From an optimization exercise on the open Yosys and OpenROAD flow, aimed at small area; shortcuts taken in it are not production practice. Only simulation tests tie the RTL to the original design; equivalence was not proved. The flow treats the clock pin as an ideal source, which a real chip does not have. Power is estimated from default activity; no workload was simulated.

==> flow/design.v <==
module LandauController (
    input  wire clk,
    input  wire rst,
    input  wire rx,
    output wire tx
);
    reg  [10:0] presc;
    wire        tick = presc[10] & presc[9] & ~presc[8] & presc[7] & presc[6] & presc[2] & presc[1] & presc[0];
    wire        clr  = presc[10] & presc[9] & presc[8] & presc[7] & presc[6];
    wire [2:0]  ph   = presc[2:0];
    wire        win  = (presc[10:3] == 8'd0);
    wire        w64  = (presc[10:6] == 5'd0);      
    wire        e64  = w64 & (presc[5:0] == 6'd63);
    reg  [2:0]  phh;
    always @(posedge clk)
        if (ph == 3'd7) phh <= phh + 3'd1;
    wire [5:0]  ph64 = {phh, ph};
    always @(posedge clk or posedge rst)
        if (rst) presc <= 11'd1984;
        else     presc <= tick ? 11'd0 : presc + 11'd1;
    reg [3:0] rxbit;
    reg [1:0] rxsub;
    wire rx_idle = (rxbit == 4'd9);
    wire rsamp   = tick & (rxsub == 2'd1) & ~rx_idle;    
    wire rdata   = rsamp & ~rxbit[3];                    
    wire rend    = rsamp & (rxbit == 4'd8);              
    always @(posedge clk or posedge rst)
        if (rst)
            rxbit <= 4'd9;
        else if (rx_idle) begin
            if (!rx) rxbit <= 4'd15;
        end else if (tick) begin
            if (rend)               rxbit <= 4'd9;
            else if (rxsub == 2'd2) rxbit <= rxbit + 4'd1;
        end
    always @(posedge clk)
        if (rx_idle)
            rxsub <= 2'd0;
        else if (tick)
            rxsub <= (rxsub == 2'd2) ? 2'd0 : rxsub + 2'd1;
    localparam P_AA = 2'd0, P_PID = 2'd1, P_VAL = 2'd2, P_END = 2'd3;
    reg [1:0] ps;
    reg       mt;                   
    reg       p0, p1;               
    reg [1:0] cs;                   
    reg       pv;                   
    reg [2:0] pl;                   
    reg       rtest;                
    wire [2:0] k = rxbit[2:0];
    reg [1:0] cs_n;
    always @(*) begin
        cs_n = cs;
        case (k)
            3'd2: if (rx) cs_n = 2'd0;
            3'd3: if (rx) cs_n = (cs == 2'd1) ? 2'd3 : 2'd0;
            3'd4: if (cs == 2'd1) cs_n = rx ? 2'd1 : 2'd2;
                  else if (rx) cs_n = 2'd0;
            3'd5: if (rx == (cs == 2'd1)) cs_n = 2'd0;
            3'd6: if (rx != (cs == 2'd3)) cs_n = 2'd0;
            default: if (rx) cs_n = 2'd0;
        endcase
    end
    wire        is69   = (cs == 2'd3) & p0 & ~p1;
    wire        islane = cs[0] ^ cs[1];
    wire [2:0]  lane   = {cs[1], ~p1, ~p0};
    reg  [7:0]  mk;
    reg         scan;
    wire        mbit   = mk[0] | (ph == lane);
    wire        others = (ph == 3'd0 ? 1'b1 : scan) & mbit;
    wire        fend   = rend & (ps == P_END) & mt;            
    wire        go     = fend & (is69 | (islane & others));    
    reg  [2:0] txbyte;    
    reg  [3:0] txbit;     
    reg  [1:0] txsub;
    wire       hold = txbyte[2] & ~(txbyte[1] & txbyte[0] & txbit[3]);
    wire       endw = win & (ph == 3'd7);
    always @(posedge clk or posedge rst)
        if (rst) begin
            ps    <= P_AA;
            pv    <= 1'b0;
        end else begin
            if (rend) begin
                case (ps)
                    P_AA:    if (mt) ps <= P_PID;
                    P_PID:   ps <= P_VAL;
                    P_VAL:   ps <= P_END;
                    default: ps <= P_AA;
                endcase
            end
            if (fend & (islane | is69))
                pv    <= 1'b1;
            else if (pv & ~hold & e64)
                pv <= 1'b0;
        end
    always @(posedge clk) begin
        if (rx_idle)
            mt <= 1'b1;
        else if (rdata)
            mt <= mt & (rx == (k[0] ^ (ps == P_END)));
        if (rdata & (ps == P_PID)) begin
            if (k == 3'd0) begin
                p0 <= rx; cs <= 2'd1;
            end else if (k == 3'd1)
                p1 <= rx;
            else
                cs <= cs_n;
        end
        if (fend) pl <= lane;
        if (go)   rtest <= is69;
    end
    reg [7:0] vl;                         
    wire vwr = (ps == P_VAL) & ~rxbit[3] & (rxsub == 2'd2) & win & (ph == k) & ~rx_idle;
    always @(posedge clk)
        vl <= {vwr ? rx : vl[0], vl[7:1]};
    wire wtest = is69 & (ps == P_AA);
    wire cw    = pv & ~hold;
    always @(posedge clk) begin
        scan <= others;
        mk   <= {~clr & (txbyte != 3'd2) & (mk[0] | (cw & (ph == pl))), mk[7:1]};
    end
    reg [63:0] al;
    wire we = cw & (wtest ? (phh[1:0] == 2'd0) : (phh == pl));
    always @(posedge clk)
        al <= {clr ? 1'b0 : (we ? vl[0] : al[0]), al[63:1]};
    reg txr;
    reg qd1, qd2;                      
    assign tx = txr;
    wire [2:0] d = txbit[2:0];         
    reg  nbit;
    always @(*) begin
        case (txbyte)
            3'd2:    nbit = d[0];                                   
            3'd3:    nbit = rtest ? (d == 3'd1 || d == 3'd6)        
                                  : (d == 3'd0 || d == 3'd3 || d == 3'd5 || d == 3'd6);  
            3'd0:    nbit = ~d[0];                                  
            default: nbit = qd1;                                    
        endcase
    end
    always @(posedge clk or posedge rst)
        if (rst) begin
            txbyte <= 3'd1; txr <= 1'b1;
        end else if (tick) begin
            if (txbyte == 3'd1) begin
                if (go) begin
                    txbyte <= 3'd2; txr <= 1'b0;
                end
            end else if (txsub == 2'd2) begin
                if (txbit == 4'd9) begin
                    txbyte <= txbyte + 3'd1;
                    txr    <= (txbyte == 3'd0);
                end else
                    txr    <= (txbit == 4'd8) ? 1'b1 : nbit;
            end
        end
    always @(posedge clk)
        if (tick) begin
            if (txbyte == 3'd1) begin
                txbit <= 4'd0; txsub <= 2'd0;
            end else if (txsub == 2'd2) begin
                txsub <= 2'd0;
                txbit <= (txbit == 4'd9) ? 4'd0 : txbit + 4'd1;
            end else
                txsub <= txsub + 2'd1;
        end
    wire pass1 = ~txbyte[2] & txbyte[1];       
    wire pass2 = txbyte[2];                    
    wire step  = (pass1 | pass2) & ~txbit[3] & (txsub == 2'd1) & w64 & (ph64 == {1'b0, i});
    wire [4:0] i  = {txbyte[2] & txbyte[1], txbyte[0], d};
    wire i0   = (i == 5'd0);
    wire i16  = (i == 5'd16);
    wire ge17 = i[4] & (i[3:0] != 4'd0);
    wire ge18 = i[4] & (i[3:1] != 3'd0);
    reg cA, cB;
    reg [2:0] acc;
    wire x1  = al[0];                                         
    wire x2  = rtest ? i16 : (~i0 & al[31]);                  
    wire ca  = ~i0 & cA;
    wire s   = x1 ^ x2 ^ ca;
    wire coA = (x1 & x2) | (x1 & ca) | (x2 & ca);
    wire y1  = ~i[4] ? al[16] : (ge17 ? al[14] : al[15]);
    wire y2  = ge17 ? al[46] : al[47];
    wire h   = ge18 ? cB : (y1 ^ y2 ^ cB);
    wire coB = (y1 & y2) | (y1 & cB) | (y2 & cB);
    wire [2:0] u  = acc + {2'd0, qd2} + {2'd0, s};
    wire       q  = h ^ u[0];
    wire [2:0] vn = {1'b0, u[2:1]} + {2'd0, u[0] & ~h};
    wire [2:0] an = i0 ? 3'd0 : acc;
    reg  [2:0] acc_n;
    always @(*) begin
        case ({s, an})
            4'b0_000: acc_n = 3'd0;
            4'b0_001: acc_n = 3'd3;
            4'b0_010: acc_n = 3'd1;
            4'b0_011: acc_n = 3'd4;
            4'b0_100: acc_n = 3'd2;
            4'b1_000: acc_n = 3'd2;
            4'b1_001: acc_n = 3'd0;
            4'b1_010: acc_n = 3'd3;
            4'b1_011: acc_n = 3'd1;
            4'b1_100: acc_n = 3'd4;
            default:  acc_n = 3'd0;
        endcase
    end
    always @(posedge clk)
        if (step) begin
            cA  <= coA;
            if (pass1) begin
                acc <= acc_n;
                qd1 <= 1'b0;
                qd2 <= 1'b0;
                if (i[3:0] == 4'd15) cB <= coA;
            end else begin
                acc <= vn;
                cB  <= ge17 ? h : coB;
                qd2 <= qd1;
                qd1 <= rtest ? s : q;
            end
        end
endmodule
==> flow/config.mk <==
export PLATFORM = sky130hd
export DESIGN_NAME = LandauController
export DESIGN_NICKNAME = LandauController
export VERILOG_FILES = /design/flow/design.v
export SDC_FILE = /design/flow/constraint.sdc
export NUM_CORES = 4
export LEC_CHECK = 0
export CAP_MARGIN = 20
export CORE_MARGIN = 2
export CORE_UTILIZATION = 40
export SLEW_MARGIN = 20
==> flow/constraint.sdc <==
create_clock -name core_clock -period 20.0 [get_ports {clk}]
set_input_delay 4.0000 -clock core_clock [delete_from_list [all_inputs] [get_ports {clk}]]
set_output_delay 4.0000 -clock core_clock [all_outputs]
set_load 0.01 [all_outputs]
standard.sh (not shown) runs the stock make flow with config.mk's settings and CLKGATE_MAP_FILE= SYNTH_SCRIPT=/design/flow/synth_recipe.tcl, a recipe that flattens the netlist after the stock synthesis.
==> flow/flow/run.sh <==
#!/bin/bash
set -euo pipefail
# ports are buffered as usual, with the smallest buffer
export BUFFER_PORTS_ARGS="-buffer_cell sky130_fd_sc_hd__buf_1"
export CTS_ARGS="-sink_clustering_enable -repair_clock_nets -dont_use_dummy_load -buf_list sky130_fd_sc_hd__clkbuf_8"
bash standard.sh cts > standard_cts.log 2>&1
R=orfs/results/$FLOW_PLATFORM/LandauController/base
openroad -no_init -exit flow/shrink_clk.tcl > shrink_clk.log 2>&1
bash standard.sh finish > standard.log 2>&1
==> flow/flow/shrink_clk.tcl <==
# Shrink clock buffers after CTS, checking clock-pin slew with placement parasitics.
set plat $::env(FLOW_PLATFORM)
set res orfs/results/$plat/LandauController/base
read_liberty $::env(FLOW_HOME)/platforms/$plat/lib/sky130_fd_sc_hd__tt_025C_1v80.lib
read_db $res/4_cts.odb
read_sdc $res/4_cts.sdc
source $::env(FLOW_HOME)/platforms/$plat/setRC.tcl
set limit 0.105
set sizes {sky130_fd_sc_hd__clkbuf_2 sky130_fd_sc_hd__clkbuf_4 sky130_fd_sc_hd__clkbuf_8}
proc max_slew {} {
  estimate_parasitics -placement
  set mx 0
  foreach p [get_pins -hierarchical */CLK] {
    set s [get_property $p slew_max]
    if {$s > $mx} { set mx $s }
  }
  return $mx
}
puts "before: max clock pin slew [max_slew]"
foreach inst [get_cells clkbuf_*] {
  set name [get_full_name $inst]
  set orig [get_full_name [get_lib_cells -of_objects $inst]]
  set orig [lindex [split $orig /] end]
  foreach sz $sizes {
    if {$sz == $orig} { break }
    replace_cell $name $sz
    set s [max_slew]
    if {$s <= $limit} {
      puts "$name: $orig -> $sz (max slew $s)"
      break
    }
    replace_cell $name $orig
  }
}
puts "after: max clock pin slew [max_slew]"
write_db $res/4_cts.odb
The baseline passed the timing, DRC and antenna checks.
Then changed:
--- a/flow/design.v
+++ b/flow/design.v
@@ -11,10 +11,11 @@
     wire        win  = (presc[10:3] == 8'd0);
     wire        w64  = (presc[10:6] == 5'd0);      
     wire        e64  = w64 & (presc[5:0] == 6'd63);
     reg  [2:0]  phh;
-    always @(posedge clk)
-        if (ph == 3'd7) phh <= phh + 3'd1;
+    always @(posedge clk or posedge rst)
+        if (rst)             phh <= 3'd0;
+        else if (ph == 3'd7) phh <= phh + 3'd1;
     wire [5:0]  ph64 = {phh, ph};
     always @(posedge clk or posedge rst)
         if (rst) presc <= 11'd1984;
         else     presc <= tick ? 11'd0 : presc + 11'd1;
What happened: The new run produced a clean layout; final cell count fell slightly; setup slack is worse by 0.0066 ns; worst hold slack gets better by 0.025 ns; sequential share of layout area came out lower by 0.62 points; critical path depth stays the same; non-clock buffer count is unchanged; power is about the same; via count goes down by a few percent; design area grows slightly; die area goes up slightly; wire length fell slightly; sequential power stays flat; synthesized area came out higher slightly; register-to-register slack gains 0.29 ns.

==> what the ideal ports hide <==
Ports are ideal in the flow. The routed layouts listed here were re-timed in OpenROAD.
Step 1 assumes that a clkbuf_16 drives the clock port and a buf_2 every other input.
Step 2 adds t to the input delays and takes it off the output delays; t is the mean of the earliest and latest rising clock arrival at the registers after step 1. Input paths then give back, and output paths get back, about the clock's delay inside the block.
Three values: ideal ports, drivers, drivers and shift; two values: the first two.
| run | shift t [ns] | setup slack, ns | latest minus earliest clock arrival (ns) | worst data-port slew with drivers (ns) | cell pins on the clock port's net |
|---|---|---|---|---|---|
| the first run | 0.655 | 14.659 / 14.628 / 14.274 | 0.058 / 0.057 | 0.03 | 1 |
| the second run | 0.709 | 14.652 / 14.623 / 14.496 | 0.029 / 0.030 | 0.03 | 1 |
After both steps setup and hold are still met in every run listed. For the first run, which loses most, drivers alone change the setup slack by -0.031 ns; drivers and shift together by -0.385 ns.
